This is an optimization exercise on Yosys and OpenROAD, whose aim is a short achievable clock period and few clock cycles, not a production implementation.
Where RTL was checked, it was by simulation tests only, not by an equivalence proof against the original.
No functional check of the RTL was part of runs 1, 2 and 4.
No activity file was given, so power comes from the tool's default toggle rates.

File: design/flow/flow/run.sh
#!/bin/bash
set -euo pipefail
MARGIN=${MARGIN:-7}
bash standard.sh SETUP_SLACK_MARGIN=$MARGIN finish > orfs_flow.log 2>&1
File: design/flow/standard.sh
#!/bin/bash
# synth_recipe.tcl (not shown) runs the flow's synth.tcl, then flattens the netlist and writes it again
# the make line also repeats each setting of config.mk as NAME=value (left out here)
make -C /OpenROAD-flow-scripts/flow DESIGN_CONFIG=/design/flow/config.mk WORK_HOME=/design/flow/orfs CLKGATE_MAP_FILE= SYNTH_SCRIPT=/design/flow/synth_recipe.tcl "${@:-finish}"
File: design/flow/config.mk
export PLATFORM = sky130hd
export DESIGN_NAME = computer
export DESIGN_NICKNAME = computer
export VERILOG_FILES = /design/flow/design.v
export SDC_FILE = /design/flow/constraint.sdc
export NUM_CORES = 4
export LEC_CHECK = 0
export ABC_CLOCK_PERIOD_IN_PS = 2500
export CAP_MARGIN = 20
export CORE_MARGIN = 2
export CORE_UTILIZATION = 55
export SLEW_MARGIN = 20
File: design/flow/constraint.sdc
create_clock -name core_clock -period 10.0 [get_ports {clk}]
set_input_delay 2.0000 -clock core_clock [delete_from_list [all_inputs] [get_ports {clk}]]
set_output_delay 2.0000 -clock core_clock [all_outputs]
set_load 0.01 [all_outputs]
File: design/flow/design.v
module ks_add #(parameter N = 32) (
    input  [N-1:0] a, b,
    input          ci,
    output [N-1:0] s,
    output         co
);
    localparam L = $clog2(N);
    reg [N-1:0] g [0:L];
    reg [N-1:0] p [0:L];
    integer k, i;
    always @* begin
        g[0] = a & b;
        p[0] = a ^ b;
        g[0][0] = (a[0] & b[0]) | ((a[0] ^ b[0]) & ci);
        for (k = 0; k < L; k = k + 1)
            for (i = 0; i < N; i = i + 1)
                if (i >= (1 << k)) begin
                    g[k+1][i] = g[k][i] | (p[k][i] & g[k][i-(1<<k)]);
                    p[k+1][i] = p[k][i] & p[k][i-(1<<k)];
                end else begin
                    g[k+1][i] = g[k][i];
                    p[k+1][i] = p[k][i];
                end
    end
    assign s  = p[0] ^ {g[L][N-2:0], ci};
    assign co = g[L][N-1];
endmodule
module alu(
    input [31:0] a, b,
    input [4:0] sh,
    input s_add, s_sub, s_and, s_or, s_xor, s_nand, s_sll, s_srl, s_ones, s_const,
    input [31:0] cval,
    output [31:0] y,
    output lt
);
    wire [31:0] sum, diff;
    wire co_sum, co_diff;
    ks_add #(32) add_u(.a(a), .b(b),  .ci(1'b0), .s(sum),  .co(co_sum));
    ks_add #(32) sub_u(.a(a), .b(~b), .ci(1'b1), .s(diff), .co(co_diff));
    wire [31:0] shl  = a << sh;
    wire [31:0] shr  = a >> sh;
    assign lt = !co_diff;
    assign y = ({32{s_add}}  & sum)
             | ({32{s_sub}}  & diff)
             | ({32{s_and}}  & (a & b))
             | ({32{s_or}}   & (a | b))
             | ({32{s_xor}}  & (a ^ b))
             | ({32{s_nand}} & ~(a & b))
             | ({32{s_sll}}  & shl)
             | ({32{s_srl}}  & shr)
             | ({32{s_ones}})
             | ({32{s_const}} & cval);
endmodule
module reg_file(
    input clk,
    input [4:0] ra1, ra2, wa,
    input we,
    input [31:0] wd,
    output [31:0] rr1, rr2
);
    reg [31:0] rf [1:31];
    assign rr1 = (ra1 == 5'd0) ? 32'h00000000 : rf[ra1];
    assign rr2 = (ra2 == 5'd0) ? 32'h00000000 : rf[ra2];
    always @(posedge clk)
        if (we && wa != 5'd0) rf[wa] <= wd;
endmodule
module computer(
    input clk, rstd,
    output [7:0]  imem_addr,
    input  [31:0] imem_data,
    output [7:0]  dmem_addr,
    output [31:0] dmem_wdata,
    output [3:0]  dmem_we,
    input  [31:0] dmem_rdata
);
    reg  [7:0]  fa;           
    reg  [7:0]  fa_o;         
    reg  [7:0]  ras;          
    reg  [63:0] bht;          
    reg  [23:0] pc_hi;        
    reg         r_redir;      
    reg  [23:0] r_thi;
    reg         d_valid;
    reg  [31:0] d_ins;
    reg  [7:0]  d_pc8;        
    reg         e_valid, e_rw;
    reg  [4:0]  e_rd;
    reg  [31:0] e_a, e_b, e_imm, e_pcp1, e_btgt, e_pnext, e_cval, e_jtgt;
    reg  [4:0]  e_sh;
    reg         e_s_add, e_s_sub, e_s_and, e_s_or, e_s_xor, e_s_nand, e_s_sll, e_s_srl, e_s_ones, e_s_const;
    reg         e_load, e_cbr, e_jr, e_jal;
    reg         e_c_eq, e_c_ne, e_c_lt, e_c_le;    
    reg  [1:0]  e_ltype;      
    reg  [3:0]  e_swe;
    reg         e_mis_t, e_mis_nt, e_mis_j;
    reg         e_j, e_oth;
    reg         e_st;         
    reg  [7:0]  e_pc8;
    reg         u_we, u_flip;    
    reg  [5:0]  u_idx;
    reg         m_rw, m_load;
    reg  [4:0]  m_rd;
    reg  [31:0] m_res, m_sdata;
    reg  [7:0]  m_daddr;
    reg  [3:0]  m_swe;
    reg  [1:0]  m_ltype;
    reg         w_rw;
    reg  [4:0]  w_rd;
    reg  [31:0] w_val;
    wire        stall;        
    wire [5:0]  fop    = imem_data[31:26];
    wire        f_j    = (fop == 6'd40) || (fop == 6'd41);
    wire        f_jr   = (fop == 6'd42);
    wire        f_cbr  = (fop[5:2] == 4'b1000);
    wire        f_st   = (fop[1:0] == 2'b01) || imem_data[15];    
    wire        f_flip = bht[fa[5:0]];
    wire [7:0]  fa1    = fa + 8'd1;
    wire [7:0]  f_btgt;
    wire        f_btco;
    ks_add #(8) fadd(.a(fa1), .b(imem_data[7:0]), .ci(1'b0), .s(f_btgt), .co(f_btco));
    wire        f_take = f_cbr && (f_st ^ f_flip);
    wire        f_seq  = !f_take && !f_j && !f_jr;
    wire [7:0]  f_ns   = ({8{!stall && f_take}} & f_btgt)
                       | ({8{!stall && f_j}}    & imem_data[7:0])
                       | ({8{!stall && f_jr}}   & ras)
                       | ({8{!stall && f_seq}}  & fa1)
                       | ({8{stall}}            & fa);
    assign imem_addr = fa_o;
    wire        p_rtype = (fop == 6'd0);
    wire        p_iimm  = (fop == 6'd1) || (fop == 6'd4) || (fop == 6'd5) || (fop == 6'd6);
    wire        p_lui   = (fop == 6'd3);
    wire        p_ld    = (fop == 6'd16) || (fop == 6'd18) || (fop == 6'd20);
    wire        p_st    = (fop == 6'd24) || (fop == 6'd26) || (fop == 6'd28);
    wire        p_jal   = (fop == 6'd41);
    wire [4:0]  p_wa    = p_rtype ? imem_data[15:11] : (p_iimm || p_lui || p_ld) ? imem_data[20:16] : p_jal ? 5'd31 : 5'd0;
    reg         d_rtype, d_iimm, d_lui, d_ld, d_st, d_cbr, d_jal, d_jr, d_j, d_rwr, d_use_rs, d_use_rt;
    reg  [4:0]  d_wa;
    wire [5:0]  dop  = d_ins[31:26];
    wire [4:0]  d_rs = d_ins[25:21];
    wire [4:0]  d_rt = d_ins[20:16];
    wire [4:0]  d_rdf = d_ins[15:11];
    wire [4:0]  d_fn = d_ins[4:0];
    wire [31:0] d_imm = {{16{d_ins[15]}}, d_ins[15:0]};
    wire d_addi  = (dop == 6'd1);
    wire d_andi  = (dop == 6'd4);
    wire d_ori   = (dop == 6'd5);
    wire d_xori  = (dop == 6'd6);
    wire [31:0] rf_a, rf_b;
    reg_file rf_body(.clk(clk), .ra1(d_rs), .ra2(d_rt), .wa(w_rd), .we(w_rw), .wd(w_val), .rr1(rf_a), .rr2(rf_b));
    wire [31:0] e_res, m_val;
    wire d_fa_e = e_valid && e_rw && e_rd == d_rs;
    wire d_fa_m = m_rw && m_rd == d_rs;
    wire d_fa_w = w_rw && w_rd == d_rs;
    wire d_fb_e = e_valid && e_rw && e_rd == d_rt;
    wire d_fb_m = m_rw && m_rd == d_rt;
    wire d_fb_w = w_rw && w_rd == d_rt;
    wire [31:0] d_a0 = d_fa_m ? m_val : d_fa_w ? w_val : rf_a;
    wire [31:0] d_b0 = d_fb_m ? m_val : d_fb_w ? w_val : rf_b;
    wire [31:0] d_a  = d_fa_e ? e_res : d_a0;
    wire [31:0] d_b  = d_iimm ? d_imm : d_fb_e ? e_res : d_b0;
    wire [31:0] d_pc   = {pc_hi, d_pc8};
    wire [31:0] d_pcp1 = d_pc + 32'd1;
    wire [31:0] d_btgt;
    wire        d_btco;
    ks_add #(32) badd(.a(d_pc), .b(d_imm), .ci(1'b1), .s(d_btgt), .co(d_btco));
    wire [31:0] d_pnext = {pc_hi, fa};
    wire [7:0]  d_lo1 = d_pc8 + 8'd1;
    wire [7:0]  d_bt8;
    wire        d_c8;
    ks_add #(8) badd8(.a(d_pc8), .b(d_ins[7:0]), .ci(1'b1), .s(d_bt8), .co(d_c8));
    wire d_mis_nt = (d_lo1 != fa) || (d_pc8 == 8'hff);
    wire d_bthi_same = (d_ins[15:8] == 8'h00 && !d_c8) || (d_ins[15:8] == 8'hff && d_c8);
    wire d_mis_t  = (d_bt8 != fa) || !d_bthi_same;
    wire d_mis_j  = ({6'b0, d_ins[25:8]} != pc_hi);
    assign stall = d_valid && e_valid && e_load && e_rw &&
                 ((d_use_rs && d_rs == e_rd) || (d_use_rt && d_rt == e_rd));
    wire [4:0] d_opr = d_rtype ? d_fn : d_addi ? 5'd0 : d_andi ? 5'd8 : d_ori ? 5'd9 : d_xori ? 5'd10 : 5'h1f;
    wire d_alu = d_rtype || d_iimm;
    wire [31:0] ea = e_a;
    wire [31:0] eb = e_b;
    wire        e_lt;
    alu alu_body(.a(ea), .b(eb), .sh(e_sh),
                 .s_add(e_s_add), .s_sub(e_s_sub), .s_and(e_s_and), .s_or(e_s_or), .s_xor(e_s_xor),
                 .s_nand(e_s_nand), .s_sll(e_s_sll), .s_srl(e_s_srl), .s_ones(e_s_ones), .s_const(e_s_const),
                 .cval(e_cval), .y(e_res), .lt(e_lt));
    wire [9:0]  e_maddr;
    wire        e_maco;
    ks_add #(10) madd(.a(ea[9:0]), .b(e_imm[9:0]), .ci(1'b0), .s(e_maddr), .co(e_maco));
    wire e_eq = (ea == eb);
    wire e_cond = (e_c_eq && e_eq) || (e_c_ne && !e_eq) || (e_c_lt && e_lt) || (e_c_le && (e_lt || e_eq));
    wire e_r1 = e_valid && e_cbr && e_mis_t;     
    wire e_r0 = e_valid && e_cbr && e_mis_nt;    
    wire e_ro = e_valid && e_oth && e_mis_nt;    
    wire e_rjj = e_valid && e_j && e_mis_j;      
    wire e_rj = e_valid && e_jr && (ea != e_pnext);
    wire redirect = e_rj || e_rjj || e_ro || (e_cond ? e_r1 : e_r0);
    wire [31:0] e_tgt = e_rj ? ea : e_rjj ? e_jtgt : (e_cbr && e_cond) ? e_btgt : e_pcp1;
    wire [7:0]  fa_n  = redirect ? e_tgt[7:0] : f_ns;
    assign dmem_addr  = m_daddr;
    assign dmem_wdata = m_sdata;
    assign dmem_we    = m_swe;
    wire [31:0] m_ld = (m_ltype == 2'd0) ? dmem_rdata
                     : (m_ltype == 2'd1) ? {{16{dmem_rdata[15]}}, dmem_rdata[15:0]}
                     : {{24{dmem_rdata[7]}}, dmem_rdata[7:0]};
    assign m_val = m_load ? m_ld : m_res;
    always @(posedge clk or negedge rstd) begin
        if (!rstd) begin
            fa <= 8'd0;
            pc_hi <= 24'd0;
            r_redir <= 1'b0;
            ras <= 8'd0;
            bht <= 64'd0;
            u_we <= 1'b0;
            d_valid <= 1'b0;
            e_valid <= 1'b0;
            m_rw <= 1'b0;
            w_rw <= 1'b0;
        end else begin
            r_redir <= redirect;
            if (r_redir) pc_hi <= r_thi;
            fa <= fa_n;
            if (e_valid && e_jal) ras <= e_pcp1[7:0];
            u_we <= e_valid && e_cbr;
            if (u_we) bht[u_idx] <= u_flip;
            if (redirect) d_valid <= 1'b0;
            else if (!stall) d_valid <= 1'b1;
            e_valid <= d_valid && !redirect && !stall;
            m_rw <= e_valid && e_rw;
            w_rw <= m_rw;
        end
    end
    always @(posedge clk) begin
        fa_o <= rstd ? fa_n : 8'd0;
        m_swe <= (rstd && e_valid) ? e_swe : 4'd0;
    end
    always @(posedge clk) begin
        if (!stall) begin
            d_ins <= imem_data;
            d_rtype <= p_rtype;
            d_iimm <= p_iimm;
            d_lui <= p_lui;
            d_ld <= p_ld;
            d_st <= p_st;
            d_cbr <= f_cbr;
            d_jal <= p_jal;
            d_jr <= f_jr;
            d_wa <= p_wa;
            d_rwr <= (p_wa != 5'd0);
            d_use_rs <= p_rtype || p_iimm || p_ld || p_st || f_cbr || f_jr;
            d_use_rt <= p_rtype || p_st || f_cbr;
            d_pc8 <= fa;
            d_j <= f_j;
        end
        e_rd <= d_wa;
        e_rw <= d_rwr;
        e_swe <= (dop == 6'd24) ? 4'b1111 : (dop == 6'd26) ? 4'b0011 : (dop == 6'd28) ? 4'b0001 : 4'b0000;
        e_a <= d_a;
        e_b <= d_b;
        e_imm <= d_imm;
        e_sh <= d_ins[10:6];
        e_pcp1 <= d_pcp1;
        e_btgt <= d_btgt;
        e_pnext <= d_pnext;
        e_mis_t <= d_mis_t;
        e_mis_nt <= d_mis_nt;
        e_mis_j <= d_mis_j;
        e_jtgt <= {6'b0, d_ins[25:0]};
        e_j <= d_j;
        e_oth <= !(d_cbr || d_j || d_jr);
        e_cval <= d_jal ? d_pcp1 : {d_ins[15:0], 16'h0000};
        e_s_add  <= d_alu && d_opr == 5'd0;
        e_s_sub  <= d_alu && d_opr == 5'd1;
        e_s_and  <= d_alu && d_opr == 5'd8;
        e_s_or   <= d_alu && d_opr == 5'd9;
        e_s_xor  <= d_alu && d_opr == 5'd10;
        e_s_nand <= d_alu && d_opr == 5'd11;
        e_s_sll  <= d_alu && d_opr == 5'd16;
        e_s_srl  <= d_alu && (d_opr == 5'd17 || d_opr == 5'd18);
        e_s_ones <= d_alu && !(d_opr == 5'd0 || d_opr == 5'd1 || d_opr == 5'd8 || d_opr == 5'd9 || d_opr == 5'd10 ||
                               d_opr == 5'd11 || d_opr == 5'd16 || d_opr == 5'd17 || d_opr == 5'd18);
        e_s_const <= d_lui || d_jal;
        e_load <= d_ld;
        e_st <= (dop[1:0] == 2'b01) || d_ins[15];
        e_pc8 <= d_pc8;
        e_cbr <= d_cbr;
        e_jr <= d_jr;
        e_jal <= d_jal;
        e_c_eq <= (dop[1:0] == 2'd0);
        e_c_ne <= (dop[1:0] == 2'd1);
        e_c_lt <= (dop[1:0] == 2'd2);
        e_c_le <= (dop[1:0] == 2'd3);
        e_ltype <= (dop == 6'd16) ? 2'd0 : (dop == 6'd18) ? 2'd1 : 2'd2;
        r_thi <= e_tgt[31:8];
        u_idx <= e_pc8[5:0];
        u_flip <= e_cond ^ e_st;
        m_rd <= e_rd;
        m_res <= e_res;
        m_load <= e_load;
        m_ltype <= e_ltype;
        m_daddr <= e_maddr[9:2];
        m_sdata <= eb;
        w_rd <= m_rd;
        w_val <= m_val;
    end
endmodule
==> results.py, run 1 <==
metrics = {
    "route": {
        "route.detailed.drc": 0,
        "vias": 56900,
        "drtIter0Drc": 7631,
        "via_per_inst": 7.01,
        "dr.pass1.iters": 6,
        "wirelength_mm": 295,
        "ant_nets": 0,
        "wl_per_cell_um": 36.4,
    },
    "placement": {
        "hpwlAfterDp_mm": 168,
        "place.gp.congestion": 1.02,
        "portBuffers": 117,
        "post-place-ws_ps": 4940,
        "dp_cells": 7411,
    },
    "critical_path": {
        "r2r-end": "r_thi[13]",
        "cp_num_buf_inv": 5,
        "cp_slowest_cell": "or4_4",
        "crit_family": "simple AND/OR/NAND/NOR gates",
        "worstSetupPathType": "flip-flop to flip-flop",
        "endpoint_kind": "flip-flop",
        "reg2reg_depth": 14,
        "critPathCapture": "r_thi[13]",
        "crit_fanout": 8,
        "path_cells": "buf_12, inv_4, ha_4, or3_4, or4_4, or4_4, a32oi_4, buf_6, buf_6, o21a_4, buf_12, o21ai_1, a311oi_2, a21o_1",
        "r2r_setup_slack_ps": 6410,
        "reg2reg_from": "e_a[13]",
        "cpPeakStageDelay_ps": 540,
        "crit_path_start": "e_a[13]",
        "worstPathArrival_ps": 4330,
        "required_ps": 10740,
        "cp_num_cells": 14,
        "crit_path_start_kind": "flip-flop",
    },
    "layout": {
        "area_growth_pct": 22.5,
        "final_cells": 8122,
        "post-route-util": 0.681,
        "finalNetCount": 6313,
        "drive_gt1_frac": 0.363,
        "seqCellArea_sq_mm": 0.0431,
        "multi_input_area_sq_mm": 0.0377,
        "fillers": 9811,
    },
    "pwr": {
        "p_switching_w": 0.00656,
        "power_frac_seq": 0.422,
        "powerDensity_mw_per_mm2": 209,
        "intPower_w": 0.0136,
        "leakage_nw": 34.7,
        "power_w": 0.0202,
        "clkPwrFrac": 0.302,
        "power_frac_comb": 0.276,
        "ir_drop_mv": 0.223,
        "switching_share": 0.326,
    },
    "clock_network": {
        "clock_latency_ps": 820,
        "clockRootBuffer": "clkbuf_16",
        "cts_sinks": 1586,
        "cts_max_path_buffers": 3,
        "cts_tree": "done",
        "cts_max_level": 4,
        "hold_buffers": 0,
        "cts_buffers": 166,
        "cts.clk_slew.worst_paths_ps": 60,
    },
    "global_routing": {
        "grt_pass1_vias": 55600,
        "grt_pass1_wl_mm": 414,
        "antenna_found_initial": 15,
        "grt_overflow": 0,
        "grt_max_degree": 77,
        "grt_usage": 0.399,
    },
    "logic_synthesis": {
        "synth_top_area_frac": 0.399,
        "yosys_most_used_dff": "edfxtp_1",
        "synthTopCellsByArea": "edfxtp_1, mux4_2, dfxtp_1, dfrtp_1, mux2i_1",
        "yosysWarnings": 11,
        "syn_area_per_cell_sq_um": 13.8,
        "synth_edf_count": 1048,
        "async_flop_share": 0.0694,
        "synth_cell_types": 88,
        "syn_inst": 5714,
        "synth_area_sq_mm": 0.0789,
        "synth_top_area_cell": "edfxtp_1",
        "seq_area_frac_synth": 0.543,
        "synthesis.nets": 5932,
        "ys_ff_latch": 1586,
    },
    "timing": {
        "fmax_ghz": 0.278,
        "setup_slack_ps": 6410,
        "finalSetupTns_ps": 0,
        "max_slew.worst_pin.slew_ps": 1130,
        "fin_skew_ps": 77.1,
        "relSlewSlack": 0.247,
        "hold_violations": 0,
        "slew_violations": 0,
        "rsz0062_at_grt": "yes",
        "setup_viol": 0,
        "fin_crit_sh": 0.359,
        "fin_crit_ps": 3590,
    },
    "floorplanning": {
        "num_rows": 138,
        "die_x_um": 383,
        "core_sq_mm": 0.142,
        "start_util": 0.556,
        "die-area_sq_mm": 0.146,
        "ios": 118,
        "die_h_um": 383,
    },
    "job": {
        "cap_violations": 0,
    },
    "hold_path": {
        "min_path_type": "flip-flop to flip-flop",
    },
    "run_status": {
        "outcome": "no timing/DRC/antenna violations",
    },
}
==> state kept, by name, summed over array words and instances, names as in the netlist, 16 cells and up, named ones only <==
name	count
e_jtgt	16
d_ins	32
m_sdata	32
e_cval	32
w_val	32
r_thi	24
pc_hi	24
rf_body.rf	992
e_a	32
bht	64
e_pnext	32
e_b	32
m_res	32
e_btgt	32
e_pcp1	32
==> synthesized netlist by cell type, drive strengths merged (20+ instances only) <==
library cell     n
a211oi         116
a21o            70
a21oi          262
a221o           46
a221oi          31
a22o            52
a22oi           24
a311oi          27
a31oi           20
and2            29
and3            35
buf            125
clkbuf         304
dfrtp          110
dfxtp          428
edfxtp        1048
ha             149
inv            178
mux2           103
mux2i          243
mux4           616
nand2          280
nand3           99
nand4           36
nor2           410
nor2b           34
nor3            49
nor4            31
o2111ai         21
o211ai          61
o21ai          203
o21bai          22
o221ai          23
or2             20
or3             23
xnor2          113
xor2            63
==> placed cells by master, fill, tap and decap left out, types with 45 or more instances in the layout <==
master,instances
xnor2_1,106
clkbuf_1,45
o211ai_1,60
a21oi_1,207
dfxtp_2,93
ha_1,91
buf_12,58
mux4_2,616
inv_1,134
clkdlybuf4s50_1,52
o21ai_2,45
a22o_1,52
nand3_1,91
dfrtp_1,107
xor2_1,63
o21ai_0,101
edfxtp_1,1048
dfxtp_1,296
a221o_1,45
a21o_1,65
nand2_1,272
nor2_1,362
buf_16,47
buf_4,310
a211oi_1,79
buf_6,122
clkbuf_16,175
mux2i_1,203
mux2_2,93
==> worst min-delay path by stage <==
stage / start / endpoint / depth (start not counted)
floorplan: e_ltype[0] / m_ltype[0] / 0
global placement: e_pc8[4] / u_idx[4] / 0
detailed placement: e_pc8[3] / u_idx[3] / 0
CTS: e_pc8[4] / u_idx[4] / 0
global route: e_pc8[2] / u_idx[2] / 0
finish: e_pc8[0] / u_idx[0] / 0
==> power groups by stage <==
stage | clock, W | sequential, W | combinational (W)
2_1_floorplan | 0 | 0.00819 | 0.00290
3_3_place_gp | 0 | 0.00861 | 0.00402
3_5_place_dp | 0 | 0.00862 | 0.00403
4_1_cts | 0.00612 | 0.00846 | 0.00506
5_1_grt | 0.00640 | 0.00856 | 0.00580
6_report | 0.00609 | 0.00851 | 0.00556
==> logic make-up (layout without fill, tap and decap cells) <==
group	after synthesis	count (layout)	synth area share
AO/OA/AOI/OAI	1120	1124	0.0976
XOR/XNOR	176	176	0.0195
adder cells (fa/ha/maj)	152	152	0.0244
buffers and inverters	613	1121	0.0301
flip-flops	1586	1586	0.543
multiplexers	962	962	0.221
other	0	4	0
AND/OR/NAND/NOR	1105	1107	0.0644
==> repair_timing <==
action | 4_1_cts | 5_1_grt
pin swaps | 133 | 141
hold endpoints to repair | 0 | 0
resized for setup | 1061 | 278
setup endpoints to repair | 308 | 199
buffers inserted | 269 | 87
cloned | 43 | 7
==> worst register-to-register path, stage by stage (launching register included) <==
cell and delay, ps:
dfxtp_2 330, buf_12 140, inv_4 70, ha_4 200, or3_4 420, or4_4 540, or4_4 450, a32oi_4 240
buf_6 130, buf_6 100, o21a_4 180, buf_12 160, o21ai_1 80, a311oi_2 360, a21o_1 140
==> routing by layer <==
layer / vias up / GRT usage / part of all wire / wire (um)
met3: 918 / 0.0862 / 0.10 / 29900
met1: 29100 / 0.523 / 0.37 / 108000
met5: - / 0 / 0.00014 / 41
met2: 3639 / 0.621 / 0.46 / 136000
met4: 6 / 0.224 / 0.071 / 20900
li1: 23300 / - / - / -
==> per-stage QoR <==
stage          hold WS (ps)  area, sq um
5_1_grt                 334        96600
4_1_cts                 329        94600
3_5_place_dp            312        82500
3_3_place_gp            311        82500
2_1_floorplan           310        79500
6_report                330        96600
==> final cells by class <==
cell class | count | area share
clock buffers | 220 | 0.0462
diodes | 4 | 0.000104
repair buffers | 636 | 0.0767
multi-input cells | 3521 | 0.391
clock inverters | 81 | 0.00875
well taps | 1890 | 0.0245
inverters | 184 | 0.00785
flip-flops and latches | 1586 | 0.446
==> inputs of run 2 (changes only) <==
--- a/design/flow/config.mk
+++ b/design/flow/config.mk
@@ -10,3 +10,5 @@
 export CORE_MARGIN = 2
 export CORE_UTILIZATION = 55
+export CTS_CLUSTER_DIAMETER = 80
+export CTS_CLUSTER_SIZE = 30
 export SLEW_MARGIN = 20
==> results.py, run 2 <==
metrics = {
    "hold_path": {
        "min_path_type": "flip-flop to flip-flop",
    },
    "global_routing": {
        "grt_pass1_vias": 54400,
        "antenna_found_initial": 15,
        "grt_usage": 0.390,
        "grt_pass1_wl_mm": 405,
        "grt_max_degree": 77,
        "grt_overflow": 0,
    },
    "critical_path": {
        "required_ps": 10620,
        "crit_fanout": 5,
        "cpPeakStageDelay_ps": 700,
        "cp_slowest_cell": "nor4_2",
        "crit_path_start_kind": "flip-flop",
        "path_cells": "buf_4, xnor2_1, nand4_1, nor4_2, a21oi_4, a311oi_4, o211ai_4, buf_12, a2111oi_4, a211oi_1",
        "worstSetupPathType": "flip-flop to flip-flop",
        "worstPathArrival_ps": 4240,
        "endpoint_kind": "flip-flop",
    },
    "route": {
        "vias": 56100,
        "dr.pass1.iters": 8,
        "via_per_inst": 7.07,
        "wirelength_mm": 290,
        "drtIter0Drc": 7321,
        "wl_per_cell_um": 36.6,
        "route.detailed.drc": 0,
        "ant_nets": 0,
    },
    "run_status": {
        "outcome": "no timing/DRC/antenna violations",
    },
    "logic_synthesis": {
        "synthMuxAreaShare": 0.221,
        "ys_top_cells_by_count": "edfxtp_1, mux4_2, dfxtp_1, nor2_1, clkbuf_1",
        "synth_top_family_by_area": "multiplexers",
        "ys_ff_latch": 1586,
        "synth_compound_area_frac": 0.0976,
        "synthesis.nets": 5932,
        "synthMostInstantiatedCell": "edfxtp_1",
        "seq_area_frac_synth": 0.543,
        "synth_top_area_cell": "edfxtp_1",
        "synth_cell_types": 88,
        "synth_top_area_frac": 0.399,
        "synthXorXnorAreaFrac": 0.0195,
        "syn_area_per_cell_sq_um": 13.8,
        "yosysWarnings": 11,
        "yosys_most_used_dff": "edfxtp_1",
        "synthTopCellsByArea": "edfxtp_1, mux4_2, dfxtp_1, dfrtp_1, mux2i_1",
        "async_flop_share": 0.0694,
        "synthSimpleGateAreaFrac": 0.0644,
        "syn_inst": 5714,
        "synth_area_sq_mm": 0.0789,
        "synthAdderAreaFrac": 0.0244,
        "synth_edf_count": 1048,
    },
    "clock_network": {
        "cts_max_level": 3,
        "cts_tree": "done",
        "cts_buffers": 80,
        "clockRootBuffer": "clkbuf_16",
        "cts_max_path_buffers": 3,
        "cts.clk_slew.worst_paths_ps": 110,
        "cts_sinks": 1586,
        "clock_latency_ps": 760,
    },
    "pwr": {
        "leakage_nw": 33.2,
        "ir_drop_mv": 0.193,
        "power_w": 0.0181,
        "powerDensity_mw_per_mm2": 193,
    },
    "layout": {
        "area_growth_pct": 18.7,
        "final_cells": 7936,
        "drive_gt1_frac": 0.352,
        "mostFrequentLayoutCell": "edfxtp_1",
        "regMostFlops": "rf_body.rf",
        "largest_reg_flops": 992,
        "finalNetCount": 6202,
        "reg.largest.list": "rf_body.rf: 992 flops, bht: 64 flops",
        "layout_common_cells": "edfxtp_1, mux4_2, nor2_1, buf_4, dfxtp_1",
    },
    "timing": {
        "fmax_ghz": 0.276,
        "slew_violations": 0,
        "fin_crit_sh": 0.362,
        "relSlewSlack": 0.194,
        "max_slew.worst_pin.slew_ps": 1200,
        "setup_viol": 0,
        "hold_violations": 0,
        "finalSetupTns_ps": 0,
        "fin_crit_ps": 3620,
        "fin_skew_ps": 63.0,
        "rsz0062_at_grt": "yes",
    },
    "floorplanning": {
        "ios": 118,
        "start_util": 0.556,
        "die-area_sq_mm": 0.146,
        "die_h_um": 383,
        "num_rows": 138,
        "core_sq_mm": 0.142,
        "die_x_um": 383,
    },
    "placement": {
        "portBuffers": 117,
        "hpwlAfterDp_mm": 168,
        "dp_cells": 7411,
        "place.gp.congestion": 1.02,
    },
    "job": {
        "cap_violations": 0,
    },
}
## run 2: layer usage
metal / routed length [um] / vias to the layer above / global-route usage
li1: - / 23000 / -
met1: 106000 / 28700 / 0.517
met2: 135000 / 3596 / 0.612
met3: 29700 / 815 / 0.0773
met4: 19300 / 8 / 0.205
met5: 53 / - / 0
## run 2: stage by stage
step	util	area [sq um]	setup WS [ps]	hold WS, ps
2_1_floorplan	-	79500	6420	310
3_3_place_gp	0.581	82500	4930	311
3_5_place_dp	0.581	82500	4940	312
4_1_cts	0.645	91600	6420	338
5_1_grt	0.660	93600	6360	346
6_report	0.660	93600	6380	335
## run 2: worst paths after layout
path	from	endpoint	slack, ps	cells past startpoint
setup reg to reg	e_a[8]	fa_o[5]	6380	10
setup / recovery	e_a[8]	fa_o[5]	6380	10
max in group asynchronous	rstd	bht[41]	7550	2
hold reg to reg	e_ltype[1]	m_ltype[1]	330	0
hold / removal	e_ltype[1]	m_ltype[1]	330	0
min in group asynchronous	rstd	ras[4]	1290	1
## run 2: cell type report
type | count | area, sq um
fillers | 10200 | 48300
flip-flops and latches | 1586 | 43000
multi-input cells | 3523 | 37700
repair buffers | 609 | 6930
well taps | 1890 | 2360
clock buffers | 86 | 2030
clock inverters | 54 | 759
inverters | 184 | 751
diodes | 4 | 10.0
## run 2: cells by family after synthesis
group                      after synthesis
DFF                                   1586
xor gates and xnor gates               176
AOI/OAI and AO/OA                     1120
muxes                                  962
adders and majority gates              152
buffers and inverters                  613
and+or+nand+nor                       1105
## run 2: what timing repair did
item,in CTS,in global routing
pin swaps,145,117
gates resized for setup,1071,241
gates cloned,37,12
setup endpoints to repair,308,198
buffers inserted,234,97
hold buffers,0,0
## run 2: worst max-delay path: cells and delay by family (launching register included)
family / cells / cell delay [ps]
buffers and inverters: 2 / 370
AOI/OAI and AO/OA: 5 / 1350
xor gates and xnor gates: 1 / 400
DFF: 1 / 380
and+or+nand+nor: 2 / 1020
## run 2: where the power goes
part	internal [W]	switching (W)	total [W]
sequential	0.00772	0.000780	0.00850
combinational	0.00245	0.00307	0.00552
clock	0.00167	0.00240	0.00408
total	0.0118	0.00625	0.0181
==> inputs of run 3 (changes only) <==
--- a/design/flow/design.v
+++ b/design/flow/design.v
@@ -5,5 +5,5 @@
     output         co
 );
-    localparam L = $clog2(N);
+    localparam L = (N > 16) ? 5 : (N > 8) ? 4 : (N > 4) ? 3 : (N > 2) ? 2 : 1;    
     reg [N-1:0] g [0:L];
     reg [N-1:0] p [0:L];
@@ -77,5 +77,5 @@
     reg  [7:0]  fa_o;         
     reg  [7:0]  ras;          
-    reg  [63:0] bht;          
+    reg  [127:0] bht;         
     reg  [23:0] pc_hi;        
     reg         r_redir;      
@@ -98,5 +98,5 @@
     reg  [7:0]  e_pc8;
     reg         u_we, u_flip;    
-    reg  [5:0]  u_idx;
+    reg  [6:0]  u_idx;
     reg         m_rw, m_load;
     reg  [4:0]  m_rd;
@@ -114,5 +114,5 @@
     wire        f_cbr  = (fop[5:2] == 4'b1000);
     wire        f_st   = (fop[1:0] == 2'b01) || imem_data[15];    
-    wire        f_flip = bht[fa[5:0]];
+    wire        f_flip = bht[fa[6:0]];
     wire [7:0]  fa1    = fa + 8'd1;
     wire [7:0]  f_btgt;
@@ -210,5 +210,5 @@
             r_redir <= 1'b0;
             ras <= 8'd0;
-            bht <= 64'd0;
+            bht <= 128'd0;
             u_we <= 1'b0;
             d_valid <= 1'b0;
@@ -292,5 +292,5 @@
         e_ltype <= (dop == 6'd16) ? 2'd0 : (dop == 6'd18) ? 2'd1 : 2'd2;
         r_thi <= e_tgt[31:8];
-        u_idx <= e_pc8[5:0];
+        u_idx <= e_pc8[6:0];
         u_flip <= e_cond ^ e_st;
         m_rd <= e_rd;
--- a/design/flow/config.mk
+++ b/design/flow/config.mk
@@ -9,6 +9,4 @@
 export CAP_MARGIN = 20
 export CORE_MARGIN = 2
-export CORE_UTILIZATION = 55
-export CTS_CLUSTER_DIAMETER = 80
-export CTS_CLUSTER_SIZE = 30
+export CORE_UTILIZATION = 40
 export SLEW_MARGIN = 20
==> results.py, run 3 <==
metrics = {
    "pwr": {
        "clkPwrFrac": 0.308,
        "power_frac_comb": 0.278,
        "leakage_nw": 36.4,
        "ir_drop_mv": 0.195,
        "p_switching_w": 0.00691,
        "powerDensity_mw_per_mm2": 210,
        "intPower_w": 0.0144,
        "power_frac_seq": 0.413,
        "power_w": 0.0213,
        "switching_share": 0.324,
    },
    "critical_path": {
        "required_ps": 8000,
        "crit_fanout": 1,
        "worstSetupPathType": "flip-flop to output pin",
        "crit_path_start_kind": "flip-flop",
        "crit_family": "flip-flops",
        "endpoint_kind": "output pin",
        "path_cells": "buf_6",
        "cp_num_buf_inv": 1,
        "worstPathArrival_ps": 1400,
        "cp_slowest_cell": "dfxtp_4",
        "cpPeakStageDelay_ps": 440,
    },
    "logic_synthesis": {
        "ys_ff_latch": 1652,
        "synthMostInstantiatedCell": "edfxtp_1",
        "synth_area_sq_mm": 0.0815,
        "synthAdderAreaFrac": 0.0236,
        "synthSimpleGateAreaFrac": 0.0608,
        "synth_cell_types": 101,
        "seq_area_frac_synth": 0.545,
        "ys_top_cells_by_count": "edfxtp_1, mux4_2, dfxtp_1, nor2_1, o21ai_0",
        "synth_compound_area_frac": 0.0945,
        "synth_top_area_frac": 0.386,
        "synthTopCellsByArea": "edfxtp_1, mux4_2, dfxtp_1, dfrtp_1, mux2i_1",
        "synth_top_area_cell": "edfxtp_1",
        "synthMuxAreaShare": 0.224,
        "async_flop_share": 0.105,
        "synth_top_family_by_area": "multiplexers",
        "synthXorXnorAreaFrac": 0.0208,
        "yosysWarnings": 11,
        "syn_area_per_cell_sq_um": 13.8,
        "synth_edf_count": 1048,
        "yosys_most_used_dff": "edfxtp_1",
        "syn_inst": 5893,
        "synthesis.nets": 6111,
    },
    "route": {
        "wirelength_mm": 304,
        "vias": 58100,
        "via_per_inst": 6.34,
        "wl_per_cell_um": 33.2,
        "drtIter0Drc": 7742,
        "ant_nets": 0,
        "route.detailed.drc": 0,
        "dr.pass1.iters": 6,
    },
    "timing": {
        "setup_viol": 0,
        "fin_skew_ps": 58.8,
        "relSlewSlack": 0.232,
        "hold_ws_ps": 325,
        "finalSetupTns_ps": 0,
        "hold_violations": 0,
        "fin_crit_ps": 3400,
        "setup_slack_ps": 6600,
        "slew_violations": 0,
        "rsz0062_at_grt": "yes",
        "fmax_ghz": 0.294,
        "fin_crit_sh": 0.340,
        "max_slew.worst_pin.slew_ps": 1150,
    },
    "job": {
        "cap_violations": 0,
    },
    "clock_network": {
        "cts_max_level": 4,
        "cts_tree": "done",
        "cts.clk_slew.worst_paths_ps": 70,
        "cts_sinks": 1652,
        "clock_latency_ps": 850,
        "cts_buffers": 176,
        "clockRootBuffer": "clkbuf_16",
        "hold_buffers": 0,
        "cts_max_path_buffers": 3,
    },
    "hold_path": {
        "min_path_type": "flip-flop to flip-flop",
    },
    "layout": {
        "regMostFlops": "rf_body.rf",
        "mostFrequentLayoutCell": "edfxtp_1",
        "reg.largest.list": "rf_body.rf: 992 flops, bht: 128 flops",
        "area_growth_pct": 24.5,
        "layout_common_cells": "edfxtp_1, mux4_2, nor2_1, buf_4, dfxtp_1",
        "finalNetCount": 6558,
        "drive_gt1_frac": 0.369,
        "largest_reg_flops": 992,
    },
    "global_routing": {
        "grt_pass1_wl_mm": 424,
        "antenna_found_initial": 6,
        "grt_max_degree": 75,
        "grt_usage": 0.287,
        "grt_pass1_vias": 57100,
        "grt_overflow": 0,
    },
    "floorplanning": {
        "core_sq_mm": 0.202,
        "ios": 118,
        "start_util": 0.403,
        "die_h_um": 455,
        "num_rows": 165,
        "die-area_sq_mm": 0.207,
        "die_x_um": 455,
    },
    "placement": {
        "hpwlAfterDp_mm": 177,
        "post-place-ws_ps": 5100,
        "portBuffers": 117,
        "place.gp.congestion": 0.991,
    },
    "run_status": {
        "outcome": "no timing/DRC/antenna violations",
    },
}
==> run 3: changes by cell type after synthesis, moves of 19 or more <==
cell | previous run | this run
nand3_1 | 99 | 56
mux2i_1 | 243 | 208
mux2_2 | 103 | 127
dfrtp_1 | 110 | 174
a22o_1 | 52 | 4
o211ai_1 | 60 | 41
o21ai_0 | 200 | 379
mux4_2 | 616 | 646
a21oi_1 | 262 | 292
a311oi_1 | 26 | 2
==> run 3: logic make-up (layout without fill, tap and decap cells) <==
family / after synthesis / after routing
simple gates: 1073 / 1075
buf+inv: 630 / 1219
other cells: 0 / 3
fa+ha+maj: 152 / 152
compound gates: 1202 / 1203
mux: 990 / 990
xor+xnor: 194 / 194
flops: 1652 / 1652
==> run 3: per-layer routing <==
metal / GRT usage / wire length, um
met5: 0 / 23
met4: 0.166 / 20300
met3: 0.0609 / 28400
met2: 0.465 / 145000
met1: 0.357 / 111000
==> run 3: path summary, 6_finish.rpt <==
check,start,endpoint,slack (ps),cells past startpoint
setup / recovery,m_sdata[0],dmem_wdata[0],6600,1
hold / removal,e_pc8[0],u_idx[0],330,0
setup reg to reg,fa[0],fa_o[2],6660,12
hold reg to reg,e_pc8[0],u_idx[0],330,0
max in group asynchronous,rstd,bht[123],7640,2
min in group asynchronous,rstd,bht[36],1180,1
==> run 3: per-stage QoR <==
stage,instances,utilization,instance area [sq um]
CTS,9027,0.489,98900
global route,9158,0.502,101000
detailed placement,8348,0.425,86000
finish,9160,0.502,102000
floorplan,5893,-,82300
global placement,8348,0.425,86000
==> run 3: layout make-up <==
class                      instances  area (sq um)
fill                           16900        101000
sequential                      1652         44800
multi-input combinational       3614         38400
timing repair buffer             721          8580
clock buffer                     233          4760
tap                             2672          3340
clock inverter                    90           962
inverter                         174           698
timing repair inverter             1          8.76
antenna                            3          7.51
==> run 3: worst register-to-register path: cells and delay by family (launching register included) <==
| kind | cells | cell delay (ps) |
|---|---|---|
| AND/OR/NAND/NOR | 4 | 1110 |
| multiplexers | 3 | 1060 |
| flip-flops | 1 | 390 |
| AO/OA/AOI/OAI | 3 | 370 |
| buffers and inverters | 2 | 300 |
==> run 3: timing repair <==
| item | CTS | global route |
|---|---|---|
| setup endpoints to repair | 310 | 316 |
| gates resized for setup | 1038 | 296 |
| pin swaps | 179 | 147 |
| gates cloned | 56 | 14 |
| buffers inserted | 300 | 116 |
==> run 3: power by group through the flow <==
| stage | sequential (W) | combinational, W | clock [W] |
|---|---|---|---|
| 2_1_floorplan | 0.00849 | 0.00305 | 0 |
| 3_3_place_gp | 0.00897 | 0.00428 | 0 |
| 5_1_grt | 0.00886 | 0.00623 | 0.00691 |
| 6_report | 0.00881 | 0.00593 | 0.00656 |
| 3_5_place_dp | 0.00898 | 0.00428 | 0 |
| 4_1_cts | 0.00878 | 0.00539 | 0.00663 |
Testbench counts of run 3, summed over its fixed seeds: cycles 18,176.
==> inputs of run 4 (changes only) <==
--- a/design/flow/design.v
+++ b/design/flow/design.v
@@ -5,5 +5,5 @@
     output         co
 );
-    localparam L = (N > 16) ? 5 : (N > 8) ? 4 : (N > 4) ? 3 : (N > 2) ? 2 : 1;    
+    localparam L = $clog2(N);
     reg [N-1:0] g [0:L];
     reg [N-1:0] p [0:L];
@@ -77,8 +77,8 @@
     reg  [7:0]  fa_o;         
     reg  [7:0]  ras;          
-    reg  [127:0] bht;         
+    reg  [63:0] bht;          
     reg  [23:0] pc_hi;        
-    reg         r_redir;      
-    reg  [23:0] r_thi;
+    reg         rq;           
+    reg  [31:0] rq_tgt;       
     reg         d_valid;
     reg  [31:0] d_ins;
@@ -98,5 +98,5 @@
     reg  [7:0]  e_pc8;
     reg         u_we, u_flip;    
-    reg  [6:0]  u_idx;
+    reg  [5:0]  u_idx;
     reg         m_rw, m_load;
     reg  [4:0]  m_rd;
@@ -114,5 +114,5 @@
     wire        f_cbr  = (fop[5:2] == 4'b1000);
     wire        f_st   = (fop[1:0] == 2'b01) || imem_data[15];    
-    wire        f_flip = bht[fa[6:0]];
+    wire        f_flip = bht[fa[5:0]];
     wire [7:0]  fa1    = fa + 8'd1;
     wire [7:0]  f_btgt;
@@ -189,12 +189,14 @@
     wire e_eq = (ea == eb);
     wire e_cond = (e_c_eq && e_eq) || (e_c_ne && !e_eq) || (e_c_lt && e_lt) || (e_c_le && (e_lt || e_eq));
-    wire e_r1 = e_valid && e_cbr && e_mis_t;     
-    wire e_r0 = e_valid && e_cbr && e_mis_nt;    
-    wire e_ro = e_valid && e_oth && e_mis_nt;    
-    wire e_rjj = e_valid && e_j && e_mis_j;      
-    wire e_rj = e_valid && e_jr && (ea != e_pnext);
-    wire redirect = e_rj || e_rjj || e_ro || (e_cond ? e_r1 : e_r0);
+    wire e_ok = e_valid && !rq;                  
+    wire e_r1 = e_ok && e_cbr && e_mis_t;        
+    wire e_r0 = e_ok && e_cbr && e_mis_nt;       
+    wire e_ro = e_ok && e_oth && e_mis_nt;       
+    wire e_rjj = e_ok && e_j && e_mis_j;         
+    wire e_rj = e_ok && e_jr && (ea != e_pnext);
+    wire e_mis = e_rj || e_rjj || e_ro || (e_cond ? e_r1 : e_r0);
+    wire redirect = rq;
     wire [31:0] e_tgt = e_rj ? ea : e_rjj ? e_jtgt : (e_cbr && e_cond) ? e_btgt : e_pcp1;
-    wire [7:0]  fa_n  = redirect ? e_tgt[7:0] : f_ns;
+    wire [7:0]  fa_n  = rq ? rq_tgt[7:0] : f_ns;
     assign dmem_addr  = m_daddr;
     assign dmem_wdata = m_sdata;
@@ -208,7 +210,7 @@
             fa <= 8'd0;
             pc_hi <= 24'd0;
-            r_redir <= 1'b0;
+            rq <= 1'b0;
             ras <= 8'd0;
-            bht <= 128'd0;
+            bht <= 64'd0;
             u_we <= 1'b0;
             d_valid <= 1'b0;
@@ -217,14 +219,14 @@
             w_rw <= 1'b0;
         end else begin
-            r_redir <= redirect;
-            if (r_redir) pc_hi <= r_thi;
+            rq <= e_mis;
+            if (rq) pc_hi <= rq_tgt[31:8];
             fa <= fa_n;
-            if (e_valid && e_jal) ras <= e_pcp1[7:0];
-            u_we <= e_valid && e_cbr;
+            if (e_ok && e_jal) ras <= e_pcp1[7:0];
+            u_we <= e_ok && e_cbr;
             if (u_we) bht[u_idx] <= u_flip;
             if (redirect) d_valid <= 1'b0;
             else if (!stall) d_valid <= 1'b1;
             e_valid <= d_valid && !redirect && !stall;
-            m_rw <= e_valid && e_rw;
+            m_rw <= e_ok && e_rw;
             w_rw <= m_rw;
         end
@@ -232,5 +234,5 @@
     always @(posedge clk) begin
         fa_o <= rstd ? fa_n : 8'd0;
-        m_swe <= (rstd && e_valid) ? e_swe : 4'd0;
+        m_swe <= (rstd && e_ok) ? e_swe : 4'd0;
     end
     always @(posedge clk) begin
@@ -291,6 +293,6 @@
         e_c_le <= (dop[1:0] == 2'd3);
         e_ltype <= (dop == 6'd16) ? 2'd0 : (dop == 6'd18) ? 2'd1 : 2'd2;
-        r_thi <= e_tgt[31:8];
-        u_idx <= e_pc8[6:0];
+        rq_tgt <= e_tgt;
+        u_idx <= e_pc8[5:0];
         u_flip <= e_cond ^ e_st;
         m_rd <= e_rd;
==> results.py, run 4 <==
metrics = {
    "floorplanning": {
        "die_x_um": 448,
        "start_util": 0.401,
        "core_sq_mm": 0.197,
        "die-area_sq_mm": 0.201,
        "ios": 118,
        "num_rows": 163,
        "die_h_um": 448,
    },
    "timing": {
        "finalSetupTns_ps": 0,
        "fin_crit_ps": 3550,
        "rsz0062_at_grt": "yes",
        "fmax_ghz": 0.282,
        "max_slew.worst_pin.slew_ps": 1170,
        "hold_violations": 0,
        "setup_slack_ps": 6450,
        "slew_violations": 0,
        "fin_crit_sh": 0.355,
        "fin_skew_ps": 57.5,
        "setup_viol": 0,
        "relSlewSlack": 0.208,
    },
    "critical_path": {
        "reg2reg_from": "e_a[4]",
        "crit_fanout": 6,
        "endpoint_kind": "flip-flop",
        "required_ps": 10760,
        "crit_path_start": "e_a[4]",
        "worstPathArrival_ps": 4310,
        "r2r_setup_slack_ps": 6450,
        "crit_path_start_kind": "flip-flop",
        "worstSetupPathType": "flip-flop to flip-flop",
    },
    "logic_synthesis": {
        "synth_top_area_frac": 0.399,
        "synth_edf_count": 1048,
        "synthTopCellsByArea": "edfxtp_1, mux4_2, dfxtp_1, dfrtp_1, mux2i_1",
        "syn_area_per_cell_sq_um": 14.1,
        "yosysWarnings": 11,
        "seq_area_frac_synth": 0.544,
        "ys_top_cells_by_count": "edfxtp_1, mux4_2, dfxtp_1, nor2_1, clkbuf_1",
        "async_flop_share": 0.0690,
        "yosys_most_used_dff": "edfxtp_1",
        "synth_cell_types": 99,
        "ys_ff_latch": 1594,
        "synthesis.nets": 5827,
        "synthMostInstantiatedCell": "edfxtp_1",
        "synth_top_area_cell": "edfxtp_1",
        "syn_inst": 5609,
        "synth_area_sq_mm": 0.0789,
    },
    "layout": {
        "reg.largest.list": "rf_body.rf: 992 flops, bht: 64 flops",
        "mostFrequentLayoutCell": "edfxtp_1",
        "layout_common_cells": "edfxtp_1, mux4_2, nor2_1, dfxtp_1, buf_4",
        "finalNetCount": 6173,
        "seqCellArea_sq_mm": 0.0432,
        "multi_input_area_sq_mm": 0.0367,
        "area_growth_pct": 21.9,
        "largest_reg_flops": 992,
        "regMostFlops": "rf_body.rf",
        "fillers": 16700,
        "drive_gt1_frac": 0.351,
    },
    "hold_path": {
        "min_path_type": "flip-flop to flip-flop",
        "worstHoldStart": "e_pc8[2]",
    },
    "clock_network": {
        "hold_buffers": 0,
        "cts_sinks": 1594,
        "clock_latency_ps": 880,
        "cts_buffers": 169,
        "cts_tree": "done",
        "cts.clk_slew.worst_paths_ps": 70,
        "cts_max_level": 4,
        "cts_max_path_buffers": 3,
        "clockRootBuffer": "clkbuf_16",
    },
    "run_status": {
        "outcome": "no timing/DRC/antenna violations",
    },
    "placement": {
        "portBuffers": 117,
        "hpwlAfterDp_mm": 176,
        "post-place-ws_ps": 5180,
        "place.gp.congestion": 0.970,
    },
    "route": {
        "wirelength_mm": 290,
        "via_per_inst": 6.30,
        "route.detailed.drc": 0,
        "vias": 55100,
        "wl_per_cell_um": 33.2,
        "drtIter0Drc": 6676,
        "ant_nets": 0,
        "dr.pass1.iters": 6,
    },
    "global_routing": {
        "grt_max_degree": 69,
        "grt_usage": 0.286,
        "antenna_found_initial": 7,
        "grt_pass1_vias": 54500,
        "grt_pass1_wl_mm": 408,
        "grt_overflow": 0,
    },
    "job": {
        "cap_violations": 0,
    },
    "pwr": {
        "leakage_nw": 34.1,
        "powerDensity_mw_per_mm2": 211,
        "ir_drop_mv": 0.190,
    },
}
## run 4: cell types whose count changed after synthesis, sizes merged, moves of 31 or more
| cell | delta |
|---|---|
| clkbuf | -53 |
| mux4 | -42 |
| nor2 | -51 |
| dfrtp | -64 |
| nor3 | +41 |
| a22o | +31 |
| o21ai | -138 |
| a21oi | -62 |
## run 4: kinds of logic (layout without fill, tap and decap cells)
group,count (synthesis),after routing,share of synthesized area
flops,1594,1594,0.544
compound gates,1075,1076,0.0955
simple gates,1040,1040,0.0619
mux,980,980,0.223
buf+inv,586,1075,0.0306
xor+xnor,182,182,0.0202
fa+ha+maj,152,152,0.0244
other cells,0,3,0
## run 4: path summary, 6_finish.rpt
check / to / cells after the start
max reg2reg: e_b[27] / 14
min: u_idx[2] / 0
max in group asynchronous: pc_hi[15] / 2
max: e_b[27] / 14
min in group asynchronous: pc_hi[7] / 1
min reg2reg: u_idx[2] / 0
## run 4: worst max-delay path: stages (launching register included)
cell	delay (ps)
dfxtp_2	350
buf_12	140
clkinvlp_4	130
ha_4	270
nor4_4	300
o31a_1	260
o311a_4	220
o21ai_4	60
buf_12	150
a21oi_4	230
buf_6	140
o211ai_1	130
mux2_4	340
a211o_4	360
a221o_1	320
## run 4: cell type report
cell class | count | share of cell area
clock inverters | 92 | 0.0116
multi-input cells | 3430 | 0.381
flip-flops and latches | 1594 | 0.449
diodes | 3 | 0.0000780
inverters | 173 | 0.00779
clock buffers | 223 | 0.0484
well taps | 2640 | 0.0343
repair buffers | 587 | 0.0678
## run 4: power breakdown
group / switching (W) / leakage [nW] / total, W / internal (W)
clock network: 0.00279 / 2.81 / 0.00654 / 0.00375
registers: 0.000822 / 14.8 / 0.00859 / 0.00777
logic: 0.00284 / 16.4 / 0.00519 / 0.00234
## run 4: stage by stage
stage | hold WS (ps) | utilization | total power, W | cell area, sq um | instances
floorplan | 310 | - | 0.0110 | 79400 | 5609
global placement | 315 | 0.424 | 0.0126 | 83400 | 8089
detailed placement | 313 | 0.424 | 0.0126 | 83400 | 8089
CTS | 323 | 0.480 | 0.0199 | 94400 | 8644
global route | 332 | 0.489 | 0.0210 | 96200 | 8741
finish | 321 | 0.489 | 0.0203 | 96200 | 8742
## run 4: routing by layer
layer	part of all wire	GRT usage	vias to the layer above
met1	0.38	0.361	28500
met5	0.00022	0	-
met3	0.086	0.0580	685
li1	-	-	22800
met2	0.48	0.459	3000
met4	0.063	0.162	10
## run 4: timing repair
item / CTS / global route
endpoints found under the setup margin: 237 / 210
gates cloned: 28 / 5
resized for setup: 915 / 214
pin swaps: 144 / 101
buffers inserted: 212 / 90

-- afterwards: timing with drivers on the ports --
How much do the figures lean on ideal ports? The routed layouts below were timed once more, with nothing changed but the port constraints. Step 1 (the two cells are an assumption about what drives the block):
set clk [get_ports {clk}]
set_driving_cell -lib_cell sky130_fd_sc_hd__clkbuf_16 $clk
set_driving_cell -lib_cell sky130_fd_sc_hd__buf_2 [delete_from_list [all_inputs] $clk]
Step 2, shift: input delay + t, output delay - t, t = (earliest + latest rising clock arrival at the registers) / 2. This alone moves slack from input paths to output paths. Three values: ideal ports, drivers, drivers and shift; two values: the first two.
| run | t (ns) | slack for setup (ns) | worst register clock-pin slew, ns | cell pins on the clock port's net |
|---|---|---|---|---|
| run 1 | 0.862 | 6.407 / 6.407 / 5.886 | 0.07 / 0.07 | 1 |
| run 2 | 0.805 | 6.380 / 6.380 / 5.839 | 0.12 / 0.12 | 1 |
| run 3 | 0.908 | 6.602 / 6.517 / 5.778 | 0.08 / 0.08 | 1 |
| run 4 | 0.936 | 6.454 / 6.454 / 5.870 | 0.07 / 0.07 | 1 |
After both steps setup and hold are still met in every run listed. The setup slack of run 3, which loses most, moves by -0.085 ns with the drivers and by -0.824 ns with both steps.
